What follows belongs to an exercise in optimizing a design on an open flow for small area and a short achievable clock period; a production flow would make more cautious choices. Function was checked by simulation only, so behaviour that the tests miss may differ from the original. Power is estimated from default activity; no workload was simulated.

==> design.v <==
module ALU(Ain,Bin,ALUop,out,Z);
  input [15:0] Ain, Bin;
  input [1:0] ALUop;
  output [15:0] out;
  output Z;  
  reg [15:0] result;
  assign out = result;
  assign Z = ( result == 16'b0000_0000_0000_0000 );
  always @(*) begin
    case(ALUop)
	   2'b00: result = Ain + Bin;
		2'b01: result = Ain - Bin;
		2'b10: result = Ain & Bin;
		2'b11: result = ~Bin;
	   default: result = 16'bxxxx_xxxx_xxxx_xxxx;
	 endcase
  end
endmodule
module shifter(in,shift,sout);
  input [15:0] in;
  input [1:0] shift;
  output [15:0] sout;
  reg [15:0] result;
  assign sout = result;
  always @(*) begin
    case (shift)
	   2'b00: result = in;
		2'b01: result = {in[14:0], 1'b0};
		2'b10: result = {1'b0, in[15:1]};
		2'b11: result = {in[15], in[15:1]};
		default: result = 16'bxxxx_xxxx_xxxx_xxxx;
    endcase
  end
endmodule
module regfile(data_in, writenum, write, readnum, clk, data_out);
	input [15:0] data_in;
	input [2:0] writenum, readnum;
	input write, clk;
	output [15:0] data_out;
	wire [7:0] hot_writenum, hot_readnum;
	wire [15:0] R0, R1, R2, R3, R4, R5, R6, R7;
	wire en0, en1, en2, en3, en4, en5, en6, en7;
	assign en0 = write & hot_writenum[0];
	assign en1 = write & hot_writenum[1];
	assign en2 = write & hot_writenum[2];
	assign en3 = write & hot_writenum[3];
	assign en4 = write & hot_writenum[4];
	assign en5 = write & hot_writenum[5];
	assign en6 = write & hot_writenum[6];
	assign en7 = write & hot_writenum[7];
	decoder38a writex(writenum, hot_writenum);
   decoder38a readx(readnum, hot_readnum);
	vDFFE r0(clk, en0, data_in, R0);
	vDFFE r1(clk, en1, data_in, R1);
	vDFFE r2(clk, en2, data_in, R2);
	vDFFE r3(clk, en3, data_in, R3);
	vDFFE r4(clk, en4, data_in, R4);
	vDFFE r5(clk, en5, data_in, R5);
	vDFFE r6(clk, en6, data_in, R6);
	vDFFE r7(clk, en7, data_in, R7);
   mux8 outx(R0, R1, R2, R3, R4, R5, R6, R7, hot_readnum, data_out);
endmodule
module mux2(a0, a1, s, b);
	input [15:0] a0, a1;
	input s;
	output [15:0] b;
	assign b = s ? a1 : a0;  
endmodule
module mux8(a0, a1, a2, a3, a4, a5, a6, a7, s, b);
	input [15:0] a0, a1, a2, a3, a4, a5, a6, a7;
	input [7:0] s;
	output [15:0] b;
	assign b = ({16{s[0]}} & a0) | 
				  ({16{s[1]}} & a1) |
				  ({16{s[2]}} & a2) |
				  ({16{s[3]}} & a3) |
				  ({16{s[4]}} & a4) |
				  ({16{s[5]}} & a5) |
				  ({16{s[6]}} & a6) |
				  ({16{s[7]}} & a7) ;	
endmodule
module decoder38a(a, b);
	input [2:0] a;
	output [7:0] b;
	wire [7:0] b = 1 << a;  
endmodule
module vDFFE(clk, en, in, out);
	input clk, en;
	input [15:0] in;
	output [15:0] out;
	reg [15:0] out;
	wire [15:0] next_out;
	assign next_out = en ? in : out;  
	always @(posedge clk) begin
		out <= next_out;
	end
endmodule
module datapath (clk, 
                 readnum, vsel, loada, loadb, 
					  shift, asel, bsel, ALUop, loadc, loads, 
					  writenum, write, datapath_in, 
					  Z_out, datapath_out);
  input [15:0] datapath_in;
  output [15:0] datapath_out;
  input write, vsel, loada, loadb, asel, bsel, loadc, loads, clk;
  input [2:0] readnum, writenum;
  input [1:0] shift, ALUop;
  output Z_out;
  wire [15:0] data_in, data_out, Aload, Bload, sout, Ain, Bin, out;
  wire Z;
  mux2 mod9(datapath_out, datapath_in, vsel, data_in);
  regfile REGFILE(data_in, writenum, write, readnum, clk, data_out);
  vDFFE mod3(clk, loada, data_out, Aload);
  vDFFE mod4(clk, loadb, data_out, Bload);
  mux2 mod6(Aload, 16'b0000_0000_0000_0000, asel, Ain);
  mux2 mod7(sout, {11'b0, datapath_in[4:0]}, bsel, Bin);
  shifter U1(Bload, shift, sout);
  ALU U2(Ain,Bin,ALUop,out,Z);
  vDFFE mod5(clk, loadc, out, datapath_out);
  vDFFE mod10(clk, loads, Z, Z_out);
endmodule
==> run.sh <==
#!/bin/bash
# synth_recipe.tcl (not shown) runs the flow's synth.tcl, then flattens the netlist and writes it again
# the make line also repeats each setting of config.mk as NAME=value (left out here)
make -C /OpenROAD-flow-scripts/flow DESIGN_CONFIG=/design/flow/config.mk WORK_HOME=/design/flow/orfs CLKGATE_MAP_FILE= SYNTH_SCRIPT=/design/flow/synth_recipe.tcl finish
==> config.mk <==
export PLATFORM = sky130hd
export DESIGN_NAME = datapath
export DESIGN_NICKNAME = datapath
export VERILOG_FILES = /design/flow/design.v
export SDC_FILE = /design/flow/constraint.sdc
export NUM_CORES = 4
export LEC_CHECK = 0
export CAP_MARGIN = 20
export CORE_MARGIN = 2
export CORE_UTILIZATION = 40
export SLEW_MARGIN = 20
==> constraint.sdc <==
create_clock -name core_clock -period 6.0 [get_ports {clk}]
set_input_delay 1.2000 -clock core_clock [delete_from_list [all_inputs] [get_ports {clk}]]
set_output_delay 1.2000 -clock core_clock [all_outputs]
set_load 0.01 [all_outputs]
==> summary.txt, run 1 <==
The flow ran to the end and the layout has no timing, DRC or antenna violations. The worst setup path is captured at a flip-flop. The cell count after placement is between 1000 and 1500. The number of nets in the synthesized netlist came out at 725.

The y dimension of the die came out at 153 µm. The critical path required time came out at 6.25 ns. The tree is rooted in a sky130_fd_sc_hd__clkbuf_16. The die covers 0.0233 mm².

The detailed-placement wirelength estimate came out at 15.5 mm. The max-capacitance violation count came out at 0. The number of hold buffers added after CTS was 0. The final-report max-slew violation count is 0. The final number of hold-violating endpoints came out at 0. The final weighted congestion of routability-driven global placement is 0.891. TritonCTS created 17 clock buffers. The Yosys step of the flow raised 5 warnings. The sum of overflow across all layers after global routing came out at 0. The antenna violation net count after detailed routing came out at 0. Setup repair after global routing left no endpoint under its margin. The largest clock skew in the final design is 0.00833 ns. At the pin with the least slew margin, the transition time is slightly above 1 ns. The routed wire length is about 22 mm. The first-iteration detailed-routing DRC count is 389.

Clock-pin slew was measured on the worst setup and hold paths at roughly 0.070 ns. The number of setup buffers added after CTS is 0. 0 antenna diodes ended up in the layout. In the final routed layout, each cell accounts on average for 20.9 µm. Clock latency on the worst-skew pair, taken at its later pin, is 0.43 ns. The initial antenna violation count is 0. The via count of the first global-routing pass is 5924. The effective utilization at floorplan is 40.6%. The area of the placeable core is 0.0218 mm². The number of placement rows came out at 54.

Among all flip-flop cells after synthesis, the most frequent one is sky130_fd_sc_hd__edfxtp_1. The per-instance average area after synthesis came out at 13.2 µm². Of the cells placed in the final design, the portion with a size suffix greater than 1 is 17.3%. The mean number of vias per cell is 5.56. The share of flip-flops with an asynchronous set or reset is 0%. For this run, the register share of the synthesized area comes to 60.1%. The worst hold path class is flip-flop to flip-flop. After synthesis the netlist holds a flip-flop and latch count of roughly 180. The number of setup violations in the final report came out at 0. The count of H-tree levels built during CTS came out at 4. STA puts the critical path data arrival time at 5.87 ns. Of all nets on the critical path, the largest fanout is 2. The TritonCTS clock tree is yes. The final-layout fill cell count came out at 1905. By area the synthesized netlist is led by sky130_fd_sc_hd__edfxtp_1, sky130_fd_sc_hd__mux2i_1, sky130_fd_sc_hd__mux2_2. The final cycle utilization of the critical path is 93.6%. For this run, the total global-route usage over all layers was measured as 19.0%. The count of unique library cells instantiated by Yosys is 73. After detailed placement, the total cell area comes to 0.00992 mm². In the synthesized netlist, the cells that appear most often are sky130_fd_sc_hd__edfxtp_1, sky130_fd_sc_hd__nor2_1, sky130_fd_sc_hd__mux2i_1. The worst setup path is launched from an input port.

The maximum number of pins on one net before global-route repair is 49. The total via count in the routed design came out at 5838. The number of sinks driven by the clock tree is 177.

The number of buffers inserted by port buffering is 51. The length of the first detailed-routing pass in iterations is 5. The area share of the largest cell type after synthesis came out at between 60% and 70%.

Cells fill 48.2% of the core in the end. Summed over all instances, the cell type with the most area after synthesis is sky130_fd_sc_hd__edfxtp_1. The cell area power density came out at 292 mW/mm². The finished layout holds approximately 1100 standard cells, fillers aside. The die boundary width is 153 µm. The wire length of the first global-routing pass is 33.9 mm. The worst max-slew margin expressed relative to the limit came out at 31.8%. The number of design rule violations left after detail routing came out at 0.

The maximum VDD drop is about 0.21 mV. The power after layout is 3060 µW. The most frequent cell after synthesis is sky130_fd_sc_hd__edfxtp_1. The summed instance area of the synthesized netlist came out at 0.00884 mm². The setup path with the least slack is of type input port to flip-flop. The highest clock rate is 178 MHz. After routing the design area is between 0.01 and 0.015 mm². The post-synthesis to final-layout area growth came out at 18.5%. The shortest clock period the worst path allows after layout came out at 5.62 ns.

The clock passes through at most 2 buffers. The number of cells upsized or downsized after cts came out at 0. Counting every instance in the synthesized netlist gives 672. The final layout net count came out at 810.

The number of flops mapped to enable cells by yosys came out at around 180. The number of I/O pins came out at 52. For this design the static power due to leakage is between 0.003 and 0.004 µW.
[where the power goes]
group / switching (µW) / internal, µW / leakage (µW)
registers: 28.2 / 1450 / 0.00165
clock network: 489 / 549 / 0.000273
logic: 310 / 239 / 0.00186
[per-layer routing]
layer  vias up  wire [µm]  track usage [%]  share of wire, %
li1       2777          -                -                 -
met1      2915      10100             26.1                46
met2       124      10800             31.4                49
met3        22        749             3.19               3.4
met4         0        274             5.34               1.2
met5         -          0                0                 0
[kinds of logic after synthesis]
group | Yosys count | share of synthesized area, %
compound gates | 157 | 12.5
mux | 80 | 10.0
buf+inv | 47 | 2.31
simple gates | 172 | 10.3
flops | 177 | 60.1
xor+xnor | 21 | 2.16
fa+ha+maj | 18 | 2.63
[area by class of cell]
class | count | area [µm²] | share of cell area (%)
clock buffers | 17 | 425 | 4.06
inverters | 13 | 48.8 | 0.466
flip-flops and latches | 177 | 5320 | 50.7
multi-input cells | 448 | 3340 | 31.8
well taps | 280 | 350 | 3.34
repair buffers | 100 | 868 | 8.29
clock inverters | 15 | 135 | 1.29
[stage by stage]
| stage | TNS (ns) | setup WS [ns] | hold WS (ns) |
|---|---|---|---|
| 2_1_floorplan | 0 | 0.200 | 0.623 |
| 3_3_place_gp | 0 | 0.0365 | 0.692 |
| 3_5_place_dp | -0.0656 | -0.0656 | 0.699 |
| 4_1_cts | 0 | 0.358 | 0.715 |
| 5_1_grt | 0 | 0.0839 | 0.752 |
| 6_report | 0 | 0.383 | 0.708 |
[cells in the final DEF (no fill, tap or decap), types with 10 or more instances in the layout]
cell type	Yosys	layout
sky130_fd_sc_hd__a221o_1	10	10
sky130_fd_sc_hd__inv_1	12	12
sky130_fd_sc_hd__buf_4	1	49
sky130_fd_sc_hd__nor2b_1	35	34
sky130_fd_sc_hd__mux2_2	27	27
sky130_fd_sc_hd__clkbuf_16	0	17
sky130_fd_sc_hd__o21ai_0	28	28
sky130_fd_sc_hd__ha_1	17	17
sky130_fd_sc_hd__nor2_1	52	52
sky130_fd_sc_hd__clkdlybuf4s50_1	0	49
sky130_fd_sc_hd__a22o_1	12	12
sky130_fd_sc_hd__a21oi_1	37	37
sky130_fd_sc_hd__nand2_1	24	24
sky130_fd_sc_hd__mux2i_1	47	47
sky130_fd_sc_hd__edfxtp_1	177	177
sky130_fd_sc_hd__xnor2_1	10	10
sky130_fd_sc_hd__xor2_1	10	10
sky130_fd_sc_hd__a211oi_1	12	12
[worst paths after layout]
kind | start | end | slack, ns | cells past startpoint
worst min register to register | REGFILE.r7.out[0] | mod4.out[0] | 0.71 | 3
worst max-delay path | shift[0] | mod10.out[0] | 0.38 | 19
worst max register to register | mod4.out[1] | mod10.out[0] | 1.26 | 18
worst min-delay path | REGFILE.r7.out[0] | mod4.out[0] | 0.71 | 3
[worst max-delay path, stage by stage]
cell and delay (ns):
sky130_fd_sc_hd__clkdlybuf4s50_1 0.50, sky130_fd_sc_hd__mux2i_1 0.22, sky130_fd_sc_hd__a21oi_1 0.11, sky130_fd_sc_hd__mux2i_1 0.21, sky130_fd_sc_hd__ha_1 0.22, sky130_fd_sc_hd__inv_1 0.05, sky130_fd_sc_hd__or3_1 0.39, sky130_fd_sc_hd__o41ai_1 0.36
sky130_fd_sc_hd__buf_4 0.17, sky130_fd_sc_hd__xor2_1 0.15, sky130_fd_sc_hd__ha_1 0.27, sky130_fd_sc_hd__a21o_1 0.18, sky130_fd_sc_hd__a21oi_1 0.22, sky130_fd_sc_hd__o21a_4 0.19, sky130_fd_sc_hd__xor2_2 0.15, sky130_fd_sc_hd__o21ai_2 0.07
sky130_fd_sc_hd__or4_1 0.51, sky130_fd_sc_hd__or4b_1 0.54, sky130_fd_sc_hd__nor4_2 0.15
==> run 2, diff against run 1 <==
==> design.v (replaced) <==
module ALU(A, asel, Bin, ALUop, out, Z);
  input [15:0] A, Bin;
  input asel;
  input [1:0] ALUop;
  output [15:0] out;
  output Z;
  wire op_and = ALUop[1] & ~ALUop[0];
  wire cin = ~ALUop[1] & ALUop[0];
  wire [15:0] a = A & {16{~asel & ~(ALUop[1] & ALUop[0])}};
  wire [15:0] x = Bin ^ {16{ALUop[0]}};
  wire [15:0] p = a ^ x;
  wire [15:0] g = a & x;
  reg [15:0] G, P;
  integer i, l;
  always @(*) begin
    G = g;
    P = p;
    G[0] = g[0] | (p[0] & cin);
    for (l = 0; l < 4; l = l + 1)
      for (i = 0; i < 16; i = i + 1)
        if (i & (1 << l)) begin
          G[i] = G[i] | (P[i] & G[((i >> l) << l) - 1]);
          P[i] = P[i] & P[((i >> l) << l) - 1];
        end
  end
  wire [15:0] sum = p ^ {G[14:0], cin};
  assign out = op_and ? g : sum;
  wire [15:0] k = a | x;
  wire z_add = &(p ~^ {k[14:0], cin});
  assign Z = op_and ? ~|g : z_add;
endmodule
module shifter(in, shift, sout);
  input [15:0] in;
  input [1:0] shift;
  output reg [15:0] sout;
  always @(*) begin
    case (shift)
      2'b00: sout = in;
      2'b01: sout = {in[14:0], 1'b0};
      2'b10: sout = {1'b0, in[15:1]};
      default: sout = {in[15], in[15:1]};
    endcase
  end
endmodule
module regfile(clk, write, writenum, data_in, readnum, data_out);
  input clk, write;
  input [2:0] writenum, readnum;
  input [15:0] data_in;
  output reg [15:0] data_out;
  reg [15:0] R0, R1, R2, R3, R4, R5, R6, R7;
  always @(posedge clk) begin
    if (write && writenum == 3'd0) R0 <= data_in;
    if (write && writenum == 3'd1) R1 <= data_in;
    if (write && writenum == 3'd2) R2 <= data_in;
    if (write && writenum == 3'd3) R3 <= data_in;
    if (write && writenum == 3'd4) R4 <= data_in;
    if (write && writenum == 3'd5) R5 <= data_in;
    if (write && writenum == 3'd6) R6 <= data_in;
    if (write && writenum == 3'd7) R7 <= data_in;
  end
  always @(*) begin
    case (readnum)
      3'd0: data_out = R0;
      3'd1: data_out = R1;
      3'd2: data_out = R2;
      3'd3: data_out = R3;
      3'd4: data_out = R4;
      3'd5: data_out = R5;
      3'd6: data_out = R6;
      default: data_out = R7;
    endcase
  end
endmodule
module datapath (clk,
                 readnum, vsel, loada, loadb,
                 shift, asel, bsel, ALUop, loadc, loads,
                 writenum, write, datapath_in,
                 Z_out, datapath_out);
  input [15:0] datapath_in;
  output [15:0] datapath_out;
  input write, vsel, loada, loadb, asel, bsel, loadc, loads, clk;
  input [2:0] readnum, writenum;
  input [1:0] shift, ALUop;
  output Z_out;
  reg [15:0] A, B, C;
  reg Z;
  wire [15:0] rdata, sout, Bin, out;
  wire zero;
  regfile REGFILE(.clk(clk), .write(write), .writenum(writenum),
                  .data_in(vsel ? datapath_in : C),
                  .readnum(readnum), .data_out(rdata));
  shifter U1(.in(B), .shift(shift), .sout(sout));
  assign Bin = bsel ? {11'b0, datapath_in[4:0]} : sout;
  ALU U2(.A(A), .asel(asel), .Bin(Bin), .ALUop(ALUop), .out(out), .Z(zero));
  always @(posedge clk) begin
    if (loada) A <= rdata;
    if (loadb) B <= rdata;
    if (loadc) C <= out;
    if (loads) Z <= zero;
  end
  assign datapath_out = C;
  assign Z_out = Z;
endmodule
--- a/config.mk
+++ b/config.mk
@@ -5,6 +5,7 @@
 export SDC_FILE = /design/flow/constraint.sdc
 export NUM_CORES = 4
 export LEC_CHECK = 0
+export ABC_AREA = 1
 export CAP_MARGIN = 20
 export CORE_MARGIN = 2
 export CORE_UTILIZATION = 40
==> run 2 against run 1 <==
- fmax is 24% higher
- flip-flop and latch count unchanged
- clock-buffer cell count increased by 2
- combinational power down 18%
- highest routed layer unchanged
- still clean on timing, DRC and antenna
- core utilization down 0.30 points
- global-route usage decreased by 0.82 points
- critical path depth down 2
- final cell count increased by 10%
- synthesized cell count is 20% higher
- first-iteration DRC count shrank 6.7%
- sequential share of layout area up 1.8 points
==> summary.txt, run 2 <==
Status: complete, no violations (unchanged). The worst max-slew margin expressed relative to the limit came out at 37.1% (was 31.8%). The cell depth of the worst min-delay path came to 2 (was 3). The number of placement rows came out at 53 (was 54).

The final core utilization is 47.9% (was 48.2%). The final weighted congestion of routability-driven global placement came to 0.883 (was 0.891). The routed wire length is 19.6 mm (was 21.9 mm). The largest clock skew in the final design came out at 0.00815 ns (was 0.00833 ns).

Post-synth top cells: sky130_fd_sc_hd__edfxtp_1, sky130_fd_sc_hd__nand2_1, sky130_fd_sc_hd__inv_1 (was sky130_fd_sc_hd__edfxtp_1, sky130_fd_sc_hd__nor2_1, sky130_fd_sc_hd__mux2i_1). The number of setup violations in the final report was 0 (unchanged). The cell area power density is 310 mW/mm² (was 292 mW/mm²).

The end of the worst hold path is A[2] (was mod4.out[0]). The post-place setup slack is 1.00 ns (was -0.0656 ns). The critical path start-end classification is input port to flip-flop (unchanged). The total stage count of the critical path is 17 (was 19). The count of H-tree levels built during CTS came out at 4 (unchanged). The total buffers and inverters traversed by the critical path is 3 (unchanged).

The area share of the largest cell type after synthesis came to 61.1% (was 60.1%). The count of state elements after synthesis came out at 177 (unchanged). The number of cells upsized or downsized after cts came out at 0 (unchanged).

The top cell family by delay on the critical path is adder cells (was simple AND/OR/NAND/NOR gates). The power after layout came out at 3140 µW (was 3060 µW). The total via count in the routed design was 5616 (was 5838). The critical path data arrival time came out at 4.72 ns (was 5.87 ns).

The wire length of the first global-routing pass is 30.0 mm (was 33.9 mm). The number of flops mapped to enable cells by yosys came out at 177 (unchanged). The final-report max-slew violation count came to 0 (unchanged).

The die boundary width was 151 µm (was 153 µm). RSZ-0062 raised after global routing: false (unchanged). The pin slew with the least headroom to its limit came to 0.942 ns (was 1.02 ns). The category of the worst setup path launch point is an input port (unchanged).

The maximum buffer depth of the clock tree came to 2 (unchanged). The count of synthesis-stage warnings from yosys is 4 (was 5). The effective utilization at floorplan is 41.1% (was 40.6%).

The number of buffers inserted during clock tree synthesis came to 17 (unchanged). The path depth of the worst reg2reg path came out at 15 (was 18). The largest fanout of any net on the critical path came out at 15 (was 2).

The sequential-to-total area share from yosys stat is 61.1% (was 60.1%). The all-layer global routing usage was 18.2% (was 19.0%). The reg-to-reg startpoint was B[1] (was mod4.out[1]). The buffer type at the clock tree root is sky130_fd_sc_hd__clkbuf_16 (unchanged). Critical path, cell by cell: clkdlybuf4s50_1 -> nor2_4 -> nand2_1 -> nand2_1 -> o21ai_1 -> xor2_1 -> fa_1 -> fa_1 -> inv_1 -> nand3_1 -> nand2_1 -> nand2_1 -> nand2_1 -> inv_1 -> fa_1 -> xor2_1 -> o21ai_0 (was clkdlybuf4s50_1 -> mux2i_1 -> a21oi_1 -> mux2i_1 -> ha_1 -> inv_1 -> or3_1 -> o41ai_1 -> buf_4 -> xor2_1 -> ha_1 -> a21o_1 -> a21oi_1 -> o21a_4 -> xor2_2 -> o21ai_2 -> or4_1 -> or4b_1 -> nor4_2). The via count of the first global-routing pass is 5531 (was 5924). Leading cell types in the layout, fill and taps excluded: sky130_fd_sc_hd__edfxtp_1, sky130_fd_sc_hd__nand2_1, sky130_fd_sc_hd__inv_1, sky130_fd_sc_hd__nand3_1, sky130_fd_sc_hd__clkdlybuf4s50_1 (was sky130_fd_sc_hd__edfxtp_1, sky130_fd_sc_hd__nor2_1, sky130_fd_sc_hd__clkdlybuf4s50_1, sky130_fd_sc_hd__buf_4, sky130_fd_sc_hd__mux2i_1).

The detailed-placement wirelength estimate was 13.7 mm (was 15.5 mm). The count of unique library cells instantiated by Yosys is 31 (was 73). The capturing element type of the critical path is a flip-flop (unchanged). The die footprint is 0.0229 mm² (was 0.0233 mm²). The cell type of the slowest stage on the worst timing path is sky130_fd_sc_hd__clkdlybuf4s50_1 (was sky130_fd_sc_hd__or4b_1). The number of design rule violations left after detail routing is 0 (unchanged). The capture instance of the worst register-to-register path is C[9] (was mod10.out[0]). The critical path required time came to 6.18 ns (was 6.25 ns).

The cell that appears most often on the critical path is sky130_fd_sc_hd__nand2_1. The number of buffers inserted by port buffering came out at 51 (unchanged). The area of the placeable core came out at 0.0212 mm² (was 0.0218 mm²). The delay of the slowest cell on the worst path came out at 0.54 ns (about the same). The TritonCTS clock tree was yes (unchanged). The number of I/O pins came to 52 (unchanged). The mean number of vias per cell is 4.86 (was 5.56).

The highest clock rate is 220 MHz (was 178 MHz). The antenna diode count is 0 (unchanged). The sum of overflow across all layers after global routing is 0 (unchanged).

The antenna violation net count after detailed routing is 0 (unchanged). The final layout net count is 938 (was 810). The number of sinks driven by the clock tree is 177 (unchanged).

The y dimension of the die is 151 µm (was 153 µm). The length of the first detailed-routing pass in iterations came to 5 (unchanged). The source-to-sink clock delay at the later pin of the worst-skew pair is 0.43 ns (about the same). The gate count of the mapped netlist is 808 (was 672). The static leakage came out at 0.00421 µW (was 0.00379 µW). The cell taking the most area after synthesis is sky130_fd_sc_hd__edfxtp_1 (unchanged). The final routed wire length divided by cell count is 17.0 µm (was 20.9 µm).

The most frequent cell after synthesis was sky130_fd_sc_hd__edfxtp_1 (unchanged). The fraction of layout instances using a drive strength above 1 is 7.84% (was 17.3%). The worst hold path class is flip-flop to flip-flop (unchanged). The first-iteration detailed-routing DRC count came out at 363 (was 389). The post-cts hold buffer count is 0 (unchanged).

The share of flip-flops with an asynchronous set or reset came out at 0% (unchanged). The post-CTS clock slew at the launch and capture registers of the worst setup and hold paths is 0.07 ns (about the same). The worst hold path startpoint is REGFILE.R7[2] (was REGFILE.r7.out[0]). The maximum VDD drop is 0.189 mV (was 0.211 mV). The accumulated negative setup slack was 0 ns (unchanged). The per-instance average area after synthesis is 10.8 µm² (was 13.2 µm²). The number of setup buffers added after CTS is 0 (unchanged). The leading cell type in the layout, fill and taps excluded is sky130_fd_sc_hd__edfxtp_1 (unchanged). The least setup slack across all paths after layout is 1.46 ns (was 0.383 ns). The final number of hold-violating endpoints came out at 0 (unchanged). The worst hold slack was 0.566 ns (was 0.708 ns). The commonest register cell after synthesis is sky130_fd_sc_hd__edfxtp_1 (unchanged).

The number of nets in the synthesized netlist is 879 (was 725). The maximum number of pins on one net before global-route repair is 21 (was 49). The initial antenna violation count came out at 0 (unchanged). The max-capacitance violation count came out at 0 (unchanged).

The post-synthesis to final-layout area growth is 16.5% (was 18.5%). The shortest clock period the worst path allows after layout came to 4.54 ns (was 5.62 ns). The setup slack of the worst register-to-register path is 2.66 ns (was 1.26 ns). Main area contributors after synthesis: sky130_fd_sc_hd__edfxtp_1, sky130_fd_sc_hd__nand2_1, sky130_fd_sc_hd__inv_1 (was sky130_fd_sc_hd__edfxtp_1, sky130_fd_sc_hd__mux2i_1, sky130_fd_sc_hd__mux2_2).

The summed instance area of the synthesized netlist came out at 0.00869 mm² (was 0.00884 mm²). The final cycle utilization of the critical path came out at 75.6% (was 93.6%).
## run 2: cell count changes in the layout (fill, tap and decap cells not counted), moves of 20 or more
cell,delta
sky130_fd_sc_hd__buf_4,-37
sky130_fd_sc_hd__xor2_1,+20
sky130_fd_sc_hd__nand3_1,+57
sky130_fd_sc_hd__nor2b_1,-34
sky130_fd_sc_hd__mux2i_1,-47
sky130_fd_sc_hd__inv_1,+136
sky130_fd_sc_hd__nand2_1,+133
sky130_fd_sc_hd__o22ai_1,+31
## run 2: worst max path at each step
stage | end | slack (ns) | start
4_1_cts | C[9] | 1.48 | shift[0]
6_report | C[9] | 1.46 | shift[0]
2_1_floorplan | C[9] | 1.80 | shift[1]
5_1_grt | C[9] | 1.12 | shift[0]
3_3_place_gp | C[9] | 1.06 | shift[0]
3_5_place_dp | C[9] | 1.00 | shift[0]
## run 2: final cells by class
cell class | instances | area (µm²)
flip-flops and latches | 177 | 5320
multi-input cells | 456 | 2670
clock inverters | 13 | 194
repair buffers | 63 | 601
fillers | 1905 | 11000
well taps | 275 | 344
clock buffers | 19 | 433
inverters | 152 | 571
## run 2: kinds of logic after synthesis
family,share of synthesized area [%]
buffers and inverters,8.15
flip-flops,61.1
XOR/XNOR,3.33
adder cells (fa/ha/maj),5.61
multiplexers,2.07
AO/OA/AOI/OAI,6.23
AND/OR/NAND/NOR,13.5
## run 2: tightest hold or removal path: stages, from the launching register on
cell	delay, ns
sky130_fd_sc_hd__edfxtp_1	0.32
sky130_fd_sc_hd__nand2_1	0.05
sky130_fd_sc_hd__nand3_1	0.09
## run 2: where the power goes
group	leakage (µW)	switching, µW	internal, µW
logic	0.00225	275	174
registers	0.00165	32.9	1460
clock network	0.000306	488	707
total	0.00421	796	2340
## run 2: per-layer routing
layer / share of wire [%] / wire length (µm) / vias to the layer above / track usage (%)
met4: 2.3 / 444 / 0 / 6.73
met3: 3.3 / 646 / 33 / 3.10
met1: 43 / 8420 / 2654 / 22.1
met2: 52 / 10100 / 115 / 32.4
met5: 0 / 0 / - / 0
li1: - / - / 2814 / -
## run 2: per-stage QoR
step | std cells | area [µm²]
after floorplan | 808 | 8690
after global placement | 1123 | 9500
after detailed placement | 1123 | 9500
after CTS | 1155 | 10100
after global routing | 1155 | 10100
final | 1155 | 10100
==> run 3, diff against run 2 <==
--- a/config.mk
+++ b/config.mk
@@ -5,7 +5,6 @@
 export SDC_FILE = /design/flow/constraint.sdc
 export NUM_CORES = 4
 export LEC_CHECK = 0
-export ABC_AREA = 1
 export CAP_MARGIN = 20
 export CORE_MARGIN = 2
 export CORE_UTILIZATION = 40
==> run 3 against run 2 <==
- still clean
- core utilization down 0.29 points
- clock power down about 10%
- design area down 1.2%
- final cell count down 14%
- fmax down 4.6%
- critical path type unchanged
- largest power group unchanged
==> summary.txt, run 3 <==
The reg-to-reg startpoint is B[1] (unchanged). The cell depth of the worst min-delay path came out at 1 (was 2). The summed instance area of the synthesized netlist is 0.00857 mm² (was 0.00869 mm²).

The buffer type at the clock tree root is sky130_fd_sc_hd__clkbuf_16 (unchanged). The area share of the largest cell type after synthesis is 62.0% (was 61.1%). The total buffers and inverters traversed by the critical path is 2 (was 3). The number of buffers inserted during clock tree synthesis is 17 (unchanged). The worst max-slew margin expressed relative to the limit came to 37.0% (was 37.1%). The cell area power density is 306 mW/mm² (was 310 mW/mm²). The effective utilization at floorplan was 40.8% (was 41.1%). The post-synthesis share of cell area spent on and, or, nand and nor gates is 8.19% (was 13.5%). The setup slack of the worst register-to-register path came out at 2.16 ns (was 2.66 ns). The worst hold path startpoint is REGFILE.R7[1] (was REGFILE.R7[2]).

The commonest register cell after synthesis was sky130_fd_sc_hd__edfxtp_1 (unchanged). The end of the worst hold path is B[1] (was A[2]). The mean number of vias per cell came out at 5.31 (was 4.86). The antenna violation net count after detailed routing was 0 (unchanged). The category of the worst setup path launch point is an input port (unchanged).

The initial antenna violation count came out at 0 (unchanged). The capture instance of the worst register-to-register path is C[9] (unchanged). Leading cell types in the layout, fill and taps excluded: sky130_fd_sc_hd__edfxtp_1, sky130_fd_sc_hd__nor2_1, sky130_fd_sc_hd__a21oi_1, sky130_fd_sc_hd__clkdlybuf4s50_1, sky130_fd_sc_hd__nand2_1 (was sky130_fd_sc_hd__edfxtp_1, sky130_fd_sc_hd__nand2_1, sky130_fd_sc_hd__inv_1, sky130_fd_sc_hd__nand3_1, sky130_fd_sc_hd__clkdlybuf4s50_1).

The top cell family by delay on the critical path was adder cells (unchanged). The count of state elements after synthesis is 177 (unchanged). The total stage count of the critical path came out at 16 (was 17). Status: complete, no violations (unchanged). The capturing element type of the critical path is a flip-flop (unchanged). The gate count of the mapped netlist was 648 (was 808). The source-to-sink clock delay at the later pin of the worst-skew pair came out at 0.43 ns (about the same). The cell repeated most along the worst path was sky130_fd_sc_hd__fa_1 (was sky130_fd_sc_hd__nand2_1). The xor/xnor cell area share of the yosys netlist is 3.99% (was 3.33%). The most frequent cell after synthesis is sky130_fd_sc_hd__edfxtp_1 (unchanged). The cell count after placement came out at 958 (was 1123). The routed wire length is 19.9 mm (was 19.6 mm).

The via count of the first global-routing pass is 5435 (was 5531). The final-report max-slew violation count came to 0 (unchanged). The length of the first detailed-routing pass in iterations is 5 (unchanged). The number of setup violations in the final report is 0 (unchanged). The amount of wire on met2 after detailed routing was 9.87 mm (was 10.1 mm). The dominant combinational cell family by area after synthesis is compound AO/OA/AOI/OAI gates (was simple AND/OR/NAND/NOR gates). The largest clock skew in the final design is 0.0145 ns (was 0.00815 ns). The final number of hold-violating endpoints was 0 (unchanged). The total via count in the routed design was 5265 (was 5616). The top routing layer in use is met4 (unchanged). The TritonCTS clock tree is yes (unchanged). The synthesized-area fraction occupied by ao, oa, aoi and oai cells is 10.3% (was 6.23%). The worst hold slack came out at 0.595 ns (was 0.566 ns). The fraction of layout instances using a drive strength above 1 is 12.9% (was 7.84%). The routed wire length on met3 came out at 838 µm (was 646 µm).

The wire length of the first global-routing pass came out at 30.6 mm (was 30.0 mm). The accumulated negative setup slack is 0 ns (unchanged). The count of synthesis-stage warnings from yosys came out at 4 (unchanged). Post-synth top cells: sky130_fd_sc_hd__edfxtp_1, sky130_fd_sc_hd__nor2_1, sky130_fd_sc_hd__a21oi_1 (was sky130_fd_sc_hd__edfxtp_1, sky130_fd_sc_hd__nand2_1, sky130_fd_sc_hd__inv_1). The maximum number of pins on one net before global-route repair is 46 (was 21).

The path depth of the worst reg2reg path is 16 (was 15). The per-instance average area after synthesis came out at 13.2 µm² (was 10.8 µm²). The cell taking the most area after synthesis is sky130_fd_sc_hd__edfxtp_1 (unchanged). The number of flops mapped to enable cells by yosys is 177 (unchanged).

The sum of overflow across all layers after global routing came out at 0 (unchanged). The count of unique library cells instantiated by Yosys is 53 (was 31). Main area contributors after synthesis: sky130_fd_sc_hd__edfxtp_1, sky130_fd_sc_hd__ha_1, sky130_fd_sc_hd__mux2_2 (was sky130_fd_sc_hd__edfxtp_1, sky130_fd_sc_hd__nand2_1, sky130_fd_sc_hd__inv_1). The least setup slack across all paths after layout is 1.24 ns (was 1.46 ns).

The maximum buffer depth of the clock tree is 2 (unchanged). The final layout net count is 773 (was 938). The count of H-tree levels built during CTS is 4 (unchanged). The share of flip-flops with an asynchronous set or reset was 0% (unchanged). The largest fanout of any net on the critical path came out at 12 (was 15). The number of cells upsized or downsized after cts is 0 (unchanged). The die boundary width is 150 µm (was 151 µm). The shortest clock period the worst path allows after layout is 4.76 ns (was 4.54 ns).

The number of placement rows came out at 53 (unchanged). The critical path data arrival time is 4.90 ns (was 4.72 ns). The critical path start-end classification is input port to flip-flop (unchanged). The highest clock rate came to 210 MHz (was 220 MHz).

The sequential-to-total area share from yosys stat was 62.0% (was 61.1%). The number of buffers inserted by port buffering came to 51 (unchanged). The final routed wire length divided by cell count is 20.1 µm (was 17.0 µm). The delay of the slowest cell on the worst path came out at 0.74 ns (was 0.54 ns). The multiplexer fraction of the synthesized cell area came to 6.83% (was 2.07%). The number of design rule violations left after detail routing is 0 (unchanged). The critical path required time came out at 6.14 ns (was 6.18 ns). The post-CTS clock slew at the launch and capture registers of the worst setup and hold paths came out at 0.07 ns (about the same).

The pin slew with the least headroom to its limit came out at 0.942 ns (about the same). The number of nets in the synthesized netlist is 719 (was 879). The die footprint came out at 0.0226 mm² (was 0.0229 mm²). RSZ-0062 raised after global routing: false (unchanged). The post-cts hold buffer count is 0 (unchanged). The post-place setup slack is 0.812 ns (was 1.00 ns). The filler-free cell count of the finished design is 991 (was 1155). The detailed-placement wirelength estimate is 13.8 mm (was 13.7 mm). The cell type of the slowest stage on the worst timing path was sky130_fd_sc_hd__clkdlybuf4s50_1 (unchanged). The first-iteration detailed-routing DRC count came out at 563 (was 363). The worst hold path class is flip-flop to flip-flop (unchanged). The adder and majority cell fraction of the synthesized area came out at 5.69% (was 5.61%). The leading cell type in the layout, fill and taps excluded was sky130_fd_sc_hd__edfxtp_1 (unchanged).

The max-capacitance violation count was 0 (unchanged). The number of I/O pins is 52 (unchanged). The maximum VDD drop came out at 0.154 mV (was 0.189 mV). The number of setup buffers added after CTS is 0 (unchanged).

The final weighted congestion of routability-driven global placement is 0.840 (was 0.883). The area of the placeable core came out at 0.0210 mm² (was 0.0212 mm²). The all-layer global routing usage came out at 18.3% (was 18.2%).

The number of sinks driven by the clock tree is 177 (unchanged). The final cycle utilization of the critical path is 79.3% (was 75.6%). Critical path, cell by cell: clkdlybuf4s50_1 -> nor2_1 -> a21oi_1 -> xnor2_1 -> inv_1 -> fa_1 -> fa_1 -> nor2b_4 -> o31ai_2 -> and2_1 -> nor2b_1 -> o21a_1 -> nor2_1 -> fa_1 -> xor2_1 -> a21oi_1 (was clkdlybuf4s50_1 -> nor2_4 -> nand2_1 -> nand2_1 -> o21ai_1 -> xor2_1 -> fa_1 -> fa_1 -> inv_1 -> nand3_1 -> nand2_1 -> nand2_1 -> nand2_1 -> inv_1 -> fa_1 -> xor2_1 -> o21ai_0). The static leakage is 0.00361 µW (was 0.00421 µW).

The y dimension of the die came out at 150 µm (was 151 µm). The met1 layer wirelength in the final routing came out at 8.76 mm (was 8.42 mm). The post-synthesis to final-layout area growth is 16.7% (was 16.5%).
==> run 3: cell families after synthesis <==
kind of cell / after synthesis
flip-flops: 177
AND/OR/NAND/NOR: 153
XOR/XNOR: 39
buffers and inverters: 64
adder cells (fa/ha/maj): 36
multiplexers: 49
AO/OA/AOI/OAI: 130
==> run 3: per-layer routing <==
| metal | up-vias | global-route usage (%) |
|---|---|---|
| met4 | 0 | 6.13 |
| met5 | - | 0 |
| met1 | 2625 | 24.0 |
| li1 | 2497 | - |
| met3 | 26 | 3.36 |
| met2 | 117 | 30.7 |
==> run 3: worst max path at each step <==
stage | from | end | slack [ns]
final | bsel | C[9] | 1.24
after global routing | bsel | C[9] | 1.01
after CTS | bsel | C[9] | 1.27
after detailed placement | bsel | C[9] | 0.81
after global placement | shift[1] | C[9] | 0.89
after floorplan | shift[0] | C[9] | 1.25
==> run 3: area by class of cell <==
| class | instances | area, µm² |
|---|---|---|
| Clock buffer | 17 | 425 |
| Tap cell | 275 | 344 |
| Antenna cell | 1 | 2.50 |
| Clock inverter | 15 | 159 |
| Timing Repair Buffer | 67 | 626 |
| Multi-Input combinational cell | 407 | 3010 |
| Fill cell | 1795 | 11000 |
| Inverter | 32 | 120 |
| Sequential cell | 177 | 5320 |
==> run 3: report_power, final <==
part | leakage (µW) | total [µW] | switching, µW | internal [µW]
clock network | 0.000285 | 1080 | 524 | 559
logic | 0.00168 | 490 | 285 | 205
registers | 0.00164 | 1490 | 28.9 | 1460
==> run 3: per-stage QoR <==
stage               utilization (%)  instance area [µm²]  power (µW)
floorplan                         -                 8570        1820
global placement               44.8                 9410        1990
detailed placement             44.8                 9410        2000
CTS                            47.6                10000        3080
global route                   47.6                10000        3190
finish                         47.6                10000        3060
==> run 4, diff against run 3 <==
--- a/config.mk
+++ b/config.mk
@@ -5,7 +5,9 @@
 export SDC_FILE = /design/flow/constraint.sdc
 export NUM_CORES = 4
 export LEC_CHECK = 0
+export ABC_AREA = 1
 export CAP_MARGIN = 20
 export CORE_MARGIN = 2
 export CORE_UTILIZATION = 40
+export SETUP_SLACK_MARGIN = 2.0
 export SLEW_MARGIN = 20
==> run 4 against run 3 <==
- first-iteration DRC count is 31% lower
- critical path depth is 2 higher
- non-clock buffer count is 10 higher
- setup slack better by 0.86 ns
- die area is 1.4% higher
- combinational power is 3% lower
- sequential power hardly changed
- largest power group unchanged
- clock skew is 0.0066 ns lower
- global-route usage is 0.34 points lower
==> summary.txt, run 4 <==
The internal power component is 2190 µW (was 2220 µW). The cell type of the slowest stage on the worst timing path is sky130_fd_sc_hd__clkdlybuf4s50_1 (unchanged). The length of the first detailed-routing pass in iterations is 5 (unchanged). The standard cell area after detailed placement came out at 0.00950 mm² (was 0.00941 mm²). The maximum number of pins on one net before global-route repair is 24 (was 46). The cell taking the most area after synthesis is sky130_fd_sc_hd__edfxtp_1 (unchanged). The area share of the largest cell type after synthesis is 61.1% (was 62.0%). The cell depth of the worst min-delay path came out at 2 (was 1). The fraction of layout instances using a drive strength above 1 is 11.2% (was 12.9%).

The capture instance of the worst register-to-register path is C[9] (unchanged). The final-report max-slew violation count came out at 0 (unchanged). The antenna violation net count after detailed routing is 0 (unchanged).

The number of design rule violations left after detail routing came out at 0 (unchanged). The cell area power density came out at 292 mW/mm² (was 306 mW/mm²). The final-layout fill cell count came out at 1881 (was 1795). The count of synthesis-stage warnings from yosys was 4 (unchanged). The count of unique library cells instantiated by Yosys was 31 (was 53).

The all-layer global routing usage is 18.0% (was 18.3%). The number of buffers inserted by port buffering is 51 (unchanged). The count of H-tree levels built during CTS came out at 4 (unchanged). The source-to-sink clock delay at the later pin of the worst-skew pair came out at 0.43 ns (about the same).

The first-iteration detailed-routing DRC count came out at 388 (was 563). The final core utilization came to 48.4% (was 47.6%). The logic gate share of total power is 15.9% (was 16.0%). The worst max-slew margin expressed relative to the limit is 35.9% (was 37.0%). The area used by multi-input combinational logic came out at 0.00277 mm² (was 0.00301 mm²). The final layout net count came out at 952 (was 773). The post-cts hold buffer count came out at 0 (unchanged).

The share of flip-flops with an asynchronous set or reset came to 0% (unchanged). The area of the placeable core is 0.0212 mm² (was 0.0210 mm²). The share of total power in sequential cells came to 50.0% (was 48.6%). The critical path data arrival time is 4.07 ns (was 4.90 ns).

The commonest register cell after synthesis is sky130_fd_sc_hd__edfxtp_1 (unchanged). The worst hold slack came out at 0.564 ns (was 0.595 ns). The switching portion of total power came to 26.8% (was 27.4%). The die boundary width came out at 151 µm (was 150 µm). The accumulated negative setup slack came out at 0 ns (unchanged). The capturing element type of the critical path was a flip-flop (unchanged). The initial antenna violation count came out at 0 (unchanged). The wire length of the first global-routing pass is 29.9 mm (was 30.6 mm). The die footprint is 0.0229 mm² (was 0.0226 mm²). The per-instance average area after synthesis came out at 10.8 µm² (was 13.2 µm²).

The mean number of vias per cell is 4.85 (was 5.31). The largest clock skew in the final design is 0.00782 ns (was 0.0145 ns). The register area is 0.00532 mm² (unchanged).

The end of the worst hold path is A[3] (was B[1]). The gate count of the mapped netlist came out at 808 (was 648). The number of nets in the synthesized netlist came out at 879 (was 719). The post-synthesis to final-layout area growth is 17.8% (was 16.7%). The shortest clock period the worst path allows after layout came out at 3.90 ns (was 4.76 ns). The number of I/O pins is 52 (unchanged). The leading cell type in the layout, fill and taps excluded was sky130_fd_sc_hd__edfxtp_1 (unchanged). The worst hold path startpoint is REGFILE.R7[3] (was REGFILE.R7[1]). The sum of overflow across all layers after global routing came out at 0 (unchanged).

The count of state elements after synthesis was 177 (unchanged). The antenna diode count is 0 (was 1). The highest clock rate came out at 257 MHz (was 210 MHz). The routed wire length came out at 19.4 mm (was 19.9 mm). The power after layout came to 2990 µW (was 3060 µW). The critical path start-end classification is input port to flip-flop (unchanged). The final number of hold-violating endpoints is 0 (unchanged). The worst hold path class is flip-flop to flip-flop (unchanged). The detailed-placement wirelength estimate came out at 13.4 mm (was 13.8 mm).

The switching power total came out at 800 µW (was 838 µW). The final weighted congestion of routability-driven global placement came to 0.826 (was 0.840). The summed instance area of the synthesized netlist is 0.00869 mm² (was 0.00857 mm²).

The category of the worst setup path launch point is an input port (unchanged). The number of setup violations in the final report is 0 (unchanged). The area of all placed cells without fillers was 0.0102 mm² (was 0.0100 mm²). The via count of the first global-routing pass came out at 5453 (was 5435).

The effective utilization at floorplan came to 41.1% (was 40.8%). The post-CTS clock slew at the launch and capture registers of the worst setup and hold paths was 0.07 ns (about the same). The final cycle utilization of the critical path is 65.0% (was 79.3%). Post-synth top cells: sky130_fd_sc_hd__edfxtp_1, sky130_fd_sc_hd__nand2_1, sky130_fd_sc_hd__inv_1 (was sky130_fd_sc_hd__edfxtp_1, sky130_fd_sc_hd__nor2_1, sky130_fd_sc_hd__a21oi_1). The static leakage came out at 0.00425 µW (was 0.00361 µW).

Leading cell types in the layout, fill and taps excluded: sky130_fd_sc_hd__edfxtp_1, sky130_fd_sc_hd__nand2_1, sky130_fd_sc_hd__inv_1, sky130_fd_sc_hd__nand3_1, sky130_fd_sc_hd__clkdlybuf4s50_1 (was sky130_fd_sc_hd__edfxtp_1, sky130_fd_sc_hd__nor2_1, sky130_fd_sc_hd__a21oi_1, sky130_fd_sc_hd__clkdlybuf4s50_1, sky130_fd_sc_hd__nand2_1). The number of buffers inserted during clock tree synthesis is 17 (unchanged). The y dimension of the die is 151 µm (was 150 µm). The number of sinks driven by the clock tree was 177 (unchanged).

The path depth of the worst reg2reg path is 15 (was 16). The number of flops mapped to enable cells by yosys came out at 177 (unchanged). Main area contributors after synthesis: sky130_fd_sc_hd__edfxtp_1, sky130_fd_sc_hd__nand2_1, sky130_fd_sc_hd__inv_1 (was sky130_fd_sc_hd__edfxtp_1, sky130_fd_sc_hd__ha_1, sky130_fd_sc_hd__mux2_2).

The largest fanout of any net on the critical path came out at 4 (was 12). The critical path required time is 6.18 ns (was 6.14 ns). The most frequent cell after synthesis is sky130_fd_sc_hd__edfxtp_1 (unchanged). Status: complete, no violations (unchanged). The maximum buffer depth of the clock tree was 2 (unchanged). The sequential-to-total area share from yosys stat came out at 61.1% (was 62.0%). The delay of the slowest cell on the worst path came out at 0.42 ns (was 0.74 ns). The maximum VDD drop is 0.160 mV (was 0.154 mV).

Critical path, cell by cell: clkdlybuf4s50_1 -> buf_6 -> nor2_4 -> nand2_1 -> nand2_1 -> o21ai_2 -> xor2_2 -> fa_2 -> fa_2 -> inv_2 -> nand3_1 -> nand2_2 -> nand2_2 -> nand2_4 -> inv_1 -> fa_1 -> xor2_1 -> o21ai_1 (was clkdlybuf4s50_1 -> nor2_1 -> a21oi_1 -> xnor2_1 -> inv_1 -> fa_1 -> fa_1 -> nor2b_4 -> o31ai_2 -> and2_1 -> nor2b_1 -> o21a_1 -> nor2_1 -> fa_1 -> xor2_1 -> a21oi_1). The clock share of power is 34.1% (was 35.4%). The total via count in the routed design came to 5664 (was 5265). The number of placement rows is 53 (unchanged). The max-capacitance violation count is 0 (unchanged). The buffer type at the clock tree root is sky130_fd_sc_hd__clkbuf_16 (unchanged).

The TritonCTS clock tree is yes (unchanged). The final routed wire length divided by cell count came out at 16.6 µm (was 20.1 µm). The reg-to-reg startpoint is B[1] (unchanged).

The setup slack of the worst register-to-register path is 3.08 ns (was 2.16 ns). The pin slew with the least headroom to its limit came to 0.959 ns (was 0.942 ns). RSZ-0062 raised after global routing: true (was false).
run 4: layout make-up:
type	count	area share, %
well taps	275	3.36
inverters	152	5.61
clock inverters	13	1.01
flip-flops and latches	177	51.9
repair buffers	77	6.90
clock buffers	17	4.15
multi-input cells	456	27.0
run 4: what timing repair did:
action,CTS,global route
cloned,0,0
resized for setup,11,7
setup buffers,10,5
endpoints found under the hold margin,0,0
endpoints found under the setup margin,10,10
pin swaps,5,3
run 4: cells by family after synthesis:
logic type,Yosys count,synth area share (%)
adders and majority gates,36,5.61
and+or+nand+nor,276,13.5
DFF,177,61.1
muxes,16,2.07
AOI/OAI and AO/OA,95,6.23
buffers and inverters,175,8.15
xor gates and xnor gates,33,3.33
run 4: worst max-delay path, delay by kind of cell:
family,cells,cell delay (ns)
AND/OR/NAND/NOR,7,0.56
XOR/XNOR,2,0.30
adder cells (fa/ha/maj),3,1.17
buffers and inverters,4,0.69
AO/OA/AOI/OAI,2,0.15
run 4: how the worst max path moves through the flow:
stage	startpoint	endpoint	slack [ns]	cells after the start
global placement	ALUop[0]	C[9]	1.10	15
floorplan	shift[1]	C[9]	2.00	18
global route	shift[1]	C[9]	1.94	19
finish	shift[1]	C[9]	2.10	18
detailed placement	ALUop[0]	C[9]	1.00	15
CTS	shift[1]	C[9]	2.02	18
run 4: metal layers:
metal,GRT usage [%],up-vias,routed length [µm]
li1,-,2842,-
met1,21.8,2712,8440
met2,32.5,85,10100
met3,3.22,25,523
met4,5.51,0,309
met5,0,-,0
run 4: power groups by stage:
stage / combinational [µW] / clock (µW) / sequential, µW
after floorplan: 279 / 0 / 1510
after CTS: 463 / 1030 / 1490
after global placement: 442 / 0 / 1520
final: 475 / 1020 / 1490
after global routing: 530 / 1080 / 1500
after detailed placement: 449 / 0 / 1520
run 4: stage by stage:
| stage | setup WS (ns) | cells |
|---|---|---|
| after floorplan | 2.00 | 808 |
| after global placement | 1.10 | 1122 |
| after detailed placement | 1.00 | 1122 |
| after CTS | 2.02 | 1162 |
| after global routing | 1.94 | 1167 |
| final | 2.10 | 1167 |

[re-timing with driven ports]
No port has a modelled driver above. Below, the same layouts with a new extraction and two added sets of constraints. Step 1 sets driving cells, clkbuf_16 on the clock port and buf_2 on the other inputs (assumed; they add their load-dependent delay and slew). Step 2 adds t to the input delays and takes it off the output delays; t is the mean of the earliest and latest rising clock arrival at the registers after step 1. Input paths then give back, and output paths get back, about the clock's delay inside the block. a / b / c = ideal / step 1 / step 2; a / b = the first two.
run | shift t [ns] | setup WS [ns] | worst hold slack (ns) | cell pins on the clock port's net
run 1 | 0.467 | 0.383 / 0.383 / -0.084 | 0.708 / 0.708 / 0.708 | 1
run 2 | 0.474 | 1.461 / 1.483 / 1.009 | 0.566 / 0.566 / 0.566 | 1
run 3 | 0.466 | 1.240 / 1.249 / 0.784 | 0.595 / 0.595 / 0.595 | 1
run 4 | 0.469 | 2.103 / 2.126 / 1.657 | 0.564 / 0.564 / 0.564 | 1
With both steps, setup timing fails in run 1, where it was met with ideal ports. For run 1, which loses most, drivers alone change the setup slack by 0.000 ns; drivers and shift together by -0.467 ns.
